This design comes from an exercise in tuning for small area on the open sky130 flow, not from production work.
Function was checked by simulation only, so behaviour that the tests miss may differ from the original.
Power figures rest on the tool's default switching activity, not on a simulated workload.

## run A
Design USFFT64_2B, start of the top module:
module USFFT64_2B ( CLK ,RST ,ED ,START ,SHIFT ,DR ,DI ,RDY ,OVF1 ,OVF2 ,ADDR ,DOR ,DOI );
Size in the first run: ~7100 flip-flops, roughly 75 I/O pins, roughly 0.28 sq mm of cells after synthesis.
==> module FFT8, before the edit <==
module FFT8 ( DOR ,DII ,RST ,ED ,CLK ,DOI ,START ,DIR ,RDY );
	parameter nb=13;	
	input ED ;
	wire ED ;
	input RST ;
	wire RST ;
	input CLK ;
	wire CLK ;
	input [nb-1:0] DII ;
	wire [nb-1:0] DII ;
	input START ;
	wire START ;
	input [nb-1:0] DIR ;
	wire [nb-1:0] DIR ;
	output [nb+2:0] DOI ;
	wire [nb+2:0] DOI ;
	output [nb+2:0] DOR ;
	wire [nb+2:0] DOR ;
	output RDY ;
	reg RDY ;		   
	reg [2:0] ct;  
	reg [3:0] ctd;  
	reg [7:0] ph;  
	reg [7:0] pa, pb;  
	always @(   posedge CLK) begin	 
			if (RST)	begin
					ct<=0; 
					ph<=8'b00000001;
					pa<=8'b00000001;
					pb<=8'b00000001;
					ctd<=15; 
				RDY<=0;  end
			else if (START)	  begin
					ct<=0; 
					ph<=8'b00000001;
					pa<=8'b00000001;
					pb<=8'b00000001;
					ctd<=0;	
				RDY<=0;   end
			else if (ED) begin	
					RDY<=0; 
					ct<=ct+1;	
					ph<={ph[6:0],ph[7]};
					pa<={pa[6:0],pa[7]};
					pb<={pb[6:0],pb[7]};
					if (ctd !=4'b1111)
						ctd<=ctd+1;		
					if (ctd==12 ) 
						RDY<=1;
				end 
		end	   
	localparam W = nb+3;
	function [W-1:0] radd;
		input [W-1:0] x, y;
		input c0;
		reg c;
		integer i;
		begin
			c = c0;
			for (i=0; i<W; i=i+1) begin
					radd[i] = x[i] ^ y[i] ^ c;
					c = (x[i] & y[i]) | (c & (x[i] ^ y[i]));
				end
		end
	endfunction
	localparam LW = W/2;
	function [W-1:0] cadd;
		input [W-1:0] x, y;
		input c0;
		reg c, c1h, c0h;
		reg [W-1:0] s0, s1;
		integer i;
		begin
			c = c0;
			for (i=0; i<LW; i=i+1) begin
					cadd[i] = x[i] ^ y[i] ^ c;
					c = (x[i] & y[i]) | (c & (x[i] ^ y[i]));
				end
			c0h = 1'b0; c1h = 1'b1;
			for (i=LW; i<W; i=i+1) begin
					s0[i] = x[i] ^ y[i] ^ c0h;
					c0h = (x[i] & y[i]) | (c0h & (x[i] ^ y[i]));
					s1[i] = x[i] ^ y[i] ^ c1h;
					c1h = (x[i] & y[i]) | (c1h & (x[i] ^ y[i]));
					cadd[i] = c ? s1[i] : s0[i];
				end
		end
	endfunction
	reg [2*nb-1:0] dl [0:7];
	integer k;
	always @(posedge CLK)
		if (ED) begin
				dl[0] <= {DIR, DII};
				for (k=1; k<8; k=k+1) dl[k] <= dl[k-1];
			end
	wire signed [nb-1:0] inr = dl[3][2*nb-1:nb], ini = dl[3][nb-1:0];
	wire signed [nb-1:0] xr = dl[7][2*nb-1:nb],  xi = dl[7][nb-1:0];
	reg signed [nb+1:0] ar, ai, m2r, m2i, v1r, v1i;
	reg signed [W-1:0] br, bi, m3r, m3i, ur, ui;
	reg signed [W-1:0] d35r, d35i, v2r, v2i, zr, zi;
	reg signed [W-1:0] or_, oi;
	wire signed [nb+1:0] mir = ph[4] ? v2r : v1r;
	wire signed [nb+1:0] mii = ph[4] ? v2i : v1i;
	wire signed [nb+1:0] mvr, mvi;
	MPU707 #(nb) UMR( .DI(mir), .DO(mvr));
	MPU707 #(nb) UMI( .DI(mii), .DO(mvi));
	wire signed [W-1:0] par = pa[5] ? ar : pa[6] ? ur : pa[7] ? m2r : xr;
	wire signed [W-1:0] pai = pa[5] ? ai : pa[6] ? ui : pa[7] ? m2i : xi;
	wire signed [W-1:0] rar = pa[5] ? br : pa[6] ? v1r : pa[7] ? d35i : inr;
	wire signed [W-1:0] rai = pa[5] ? bi : pa[6] ? v1i : pa[7] ? d35r : ini;
	wire signed [W-1:0] sar = cadd(par, rar, 1'b0), sai = cadd(pai, rai, 1'b0);
	wire signed [W-1:0] dar = cadd(par, ~rar, 1'b1), dai = cadd(pai, ~rai, 1'b1);
	wire signed [W-1:0] pbr = pb[2] ? ar : pb[3] ? br : (pb[5] | pb[6]) ? m3r : v2r;
	wire signed [W-1:0] pbi = pb[2] ? ai : pb[3] ? bi : (pb[5] | pb[6]) ? m3i : v2i;
	wire signed [W-1:0] rbr = (pb[2] | pb[3]) ? sar : pb[5] ? v2r : pb[6] ? sai : ui;
	wire signed [W-1:0] rbi = (pb[2] | pb[3]) ? sai : pb[5] ? v2i : pb[6] ? sar : ur;
	wire signed [W-1:0] sbr = cadd(pbr, rbr, 1'b0), sbi = cadd(pbi, rbi, 1'b0);
	wire signed [W-1:0] dbr = cadd(pbr, ~rbr, 1'b1), dbi = cadd(pbi, ~rbi, 1'b1);
	always @(posedge CLK) 
		if (ED) begin
				if (ph[0]) begin
						ar <= sar; ai <= sai;							 
						m3r <= dar; m3i <= dai;							 
						or_ <= dbr; oi <= sbi;							 
						v2r <= sbr; v2i <= dbi;							 
					end
				if (ph[1]) begin
						br <= sar; bi <= sai;							 
						v1r <= dar; v1i <= dai;							 
						or_ <= br; oi <= bi;							 
					end
				if (ph[2]) begin
						ar <= sbr; ai <= sbi;							 
						m2r <= dbr; m2i <= dbi;							 
						ur <= dar; ui <= dai;							 
						or_ <= v2r; oi <= v2i;							 
					end
				if (ph[3]) begin
						br <= sbr; bi <= sbi;							 
						d35r <= dbr; d35i <= dbi;						 
						v1r <= cadd(v1r, dar, 1'b0); v1i <= cadd(v1i, dai, 1'b0);	 
						v2r <= cadd(v1r, ~dar, 1'b1); v2i <= cadd(v1i, ~dai, 1'b1);	 
						or_ <= d35r; oi <= d35i;						 
					end
				if (ph[4]) begin
						v2r <= mvr; v2i <= mvi;							 
						or_ <= zr; oi <= zi;							 
					end
				if (ph[5]) begin
						or_ <= sar; oi <= sai;							 
						br <= dar; bi <= dai;							 
						v1r <= mvr; v1i <= mvi;							 
						m3r <= sbr; m3i <= sbi;							 
						v2r <= dbr; v2i <= dbi;							 
					end
				if (ph[6]) begin
						or_ <= sbr; oi <= dbi;							 
						zr <= dbr; zi <= sbi;							 
						ur <= dar; ui <= dai;							 
					end
				if (ph[7]) begin
						or_ <= sar; oi <= dai;							 
						d35r <= dar; d35i <= sai;						 
					end
			end
	assign	DOR=or_;
	assign	DOI=oi;
endmodule
export LEC_CHECK = 0
export CAP_MARGIN = 20
export CORE_MARGIN = 2
export CORE_UTILIZATION = 45
export CTS_BUF_LIST = sky130_fd_sc_hd__clkbuf_8
export CTS_CLUSTER_DIAMETER = 45
export CTS_CLUSTER_SIZE = 16
export PLACE_DENSITY = 0.55
export SLEW_MARGIN = 20
create_clock -name core_clock -period 10.0 [get_ports {CLK}]
run.sh (not shown) runs the stock make flow with config.mk's settings and CLKGATE_MAP_FILE= SYNTH_SCRIPT=/design/flow/synth_recipe.tcl, a recipe that flattens the netlist after the stock synthesis.
--- input diff run A..run B ---
--- a/flow/design.v
+++ b/flow/design.v
@@ -305,8 +305,9 @@
 	wire signed [nb-1:0] xr = dl[7][2*nb-1:nb],  xi = dl[7][nb-1:0];
 	reg signed [nb+1:0] ar, ai, m2r, m2i, v1r, v1i;
 	reg signed [W-1:0] br, bi, m3r, m3i, ur, ui;
 	reg signed [W-1:0] d35r, d35i, v2r, v2i, zr, zi;
+	reg signed [nb:0] t4r, t4i;
 	reg signed [W-1:0] or_, oi;
 	wire signed [nb+1:0] mir = ph[4] ? v2r : v1r;
 	wire signed [nb+1:0] mii = ph[4] ? v2i : v1i;
 	wire signed [nb+1:0] mvr, mvi;
@@ -333,9 +334,9 @@
 						v2r <= sbr; v2i <= dbi;							 
 					end
 				if (ph[1]) begin
 						br <= sar; bi <= sai;							 
-						v1r <= dar; v1i <= dai;							 
+						t4r <= dar; t4i <= dai;							 
 						or_ <= br; oi <= bi;							 
 					end
 				if (ph[2]) begin
 						ar <= sbr; ai <= sbi;							 
@@ -345,10 +346,10 @@
 					end
 				if (ph[3]) begin
 						br <= sbr; bi <= sbi;							 
 						d35r <= dbr; d35i <= dbi;						 
-						v1r <= cadd(v1r, dar, 1'b0); v1i <= cadd(v1i, dai, 1'b0);	 
-						v2r <= cadd(v1r, ~dar, 1'b1); v2i <= cadd(v1i, ~dai, 1'b1);	 
+						v1r <= cadd(t4r, dar, 1'b0); v1i <= cadd(t4i, dai, 1'b0);	 
+						v2r <= cadd(t4r, ~dar, 1'b1); v2i <= cadd(t4i, ~dai, 1'b1);	 
 						or_ <= d35r; oi <= d35i;						 
 					end
 				if (ph[4]) begin
 						v2r <= mvr; v2i <= mvi;							 
## What came out
Against run A, area after synthesis in run B came out worse.
Compare run B and run A | fraction of power consumed by combinational cells lower: run B
Going from run A to run B, sequential cell count shows an increase of about 0.8%; number of optimization iterations in the first detailed-route pass shows an increase of 1.
~same via count in run B and run A
In the reports for run B and run A, the smaller average size of a mapped cell belongs to run A.
The total power draw in run B was lower than what run A gave.

-- re-timing with driven ports --
How much do the figures lean on ideal ports? The routed layouts below were timed once more, with nothing changed but the port constraints.
Step 1 (the two cells are an assumption about what drives the block):
set clk [get_ports {CLK}]
set_driving_cell -lib_cell sky130_fd_sc_hd__clkbuf_16 $clk
set_driving_cell -lib_cell sky130_fd_sc_hd__buf_2 [delete_from_list [all_inputs] $clk]
Step 2, shift: input delay + t, output delay - t, t = (earliest + latest rising clock arrival at the registers) / 2. This alone moves slack from input paths to output paths.
a / b / c = ideal ports / drivers / drivers and shift; a / b = the first two.
run	shift t [ns]	setup slack, ns	hold slack, ns	worst setup path after step 2
run A	1.389	0.279 / 0.279 / 0.279	0.318 / 0.318 / 0.318	register to register
run B	1.407	0.406 / 0.406 / 0.406	0.361 / 0.361 / 0.361	register to register
After both steps setup and hold are still met in every run listed.
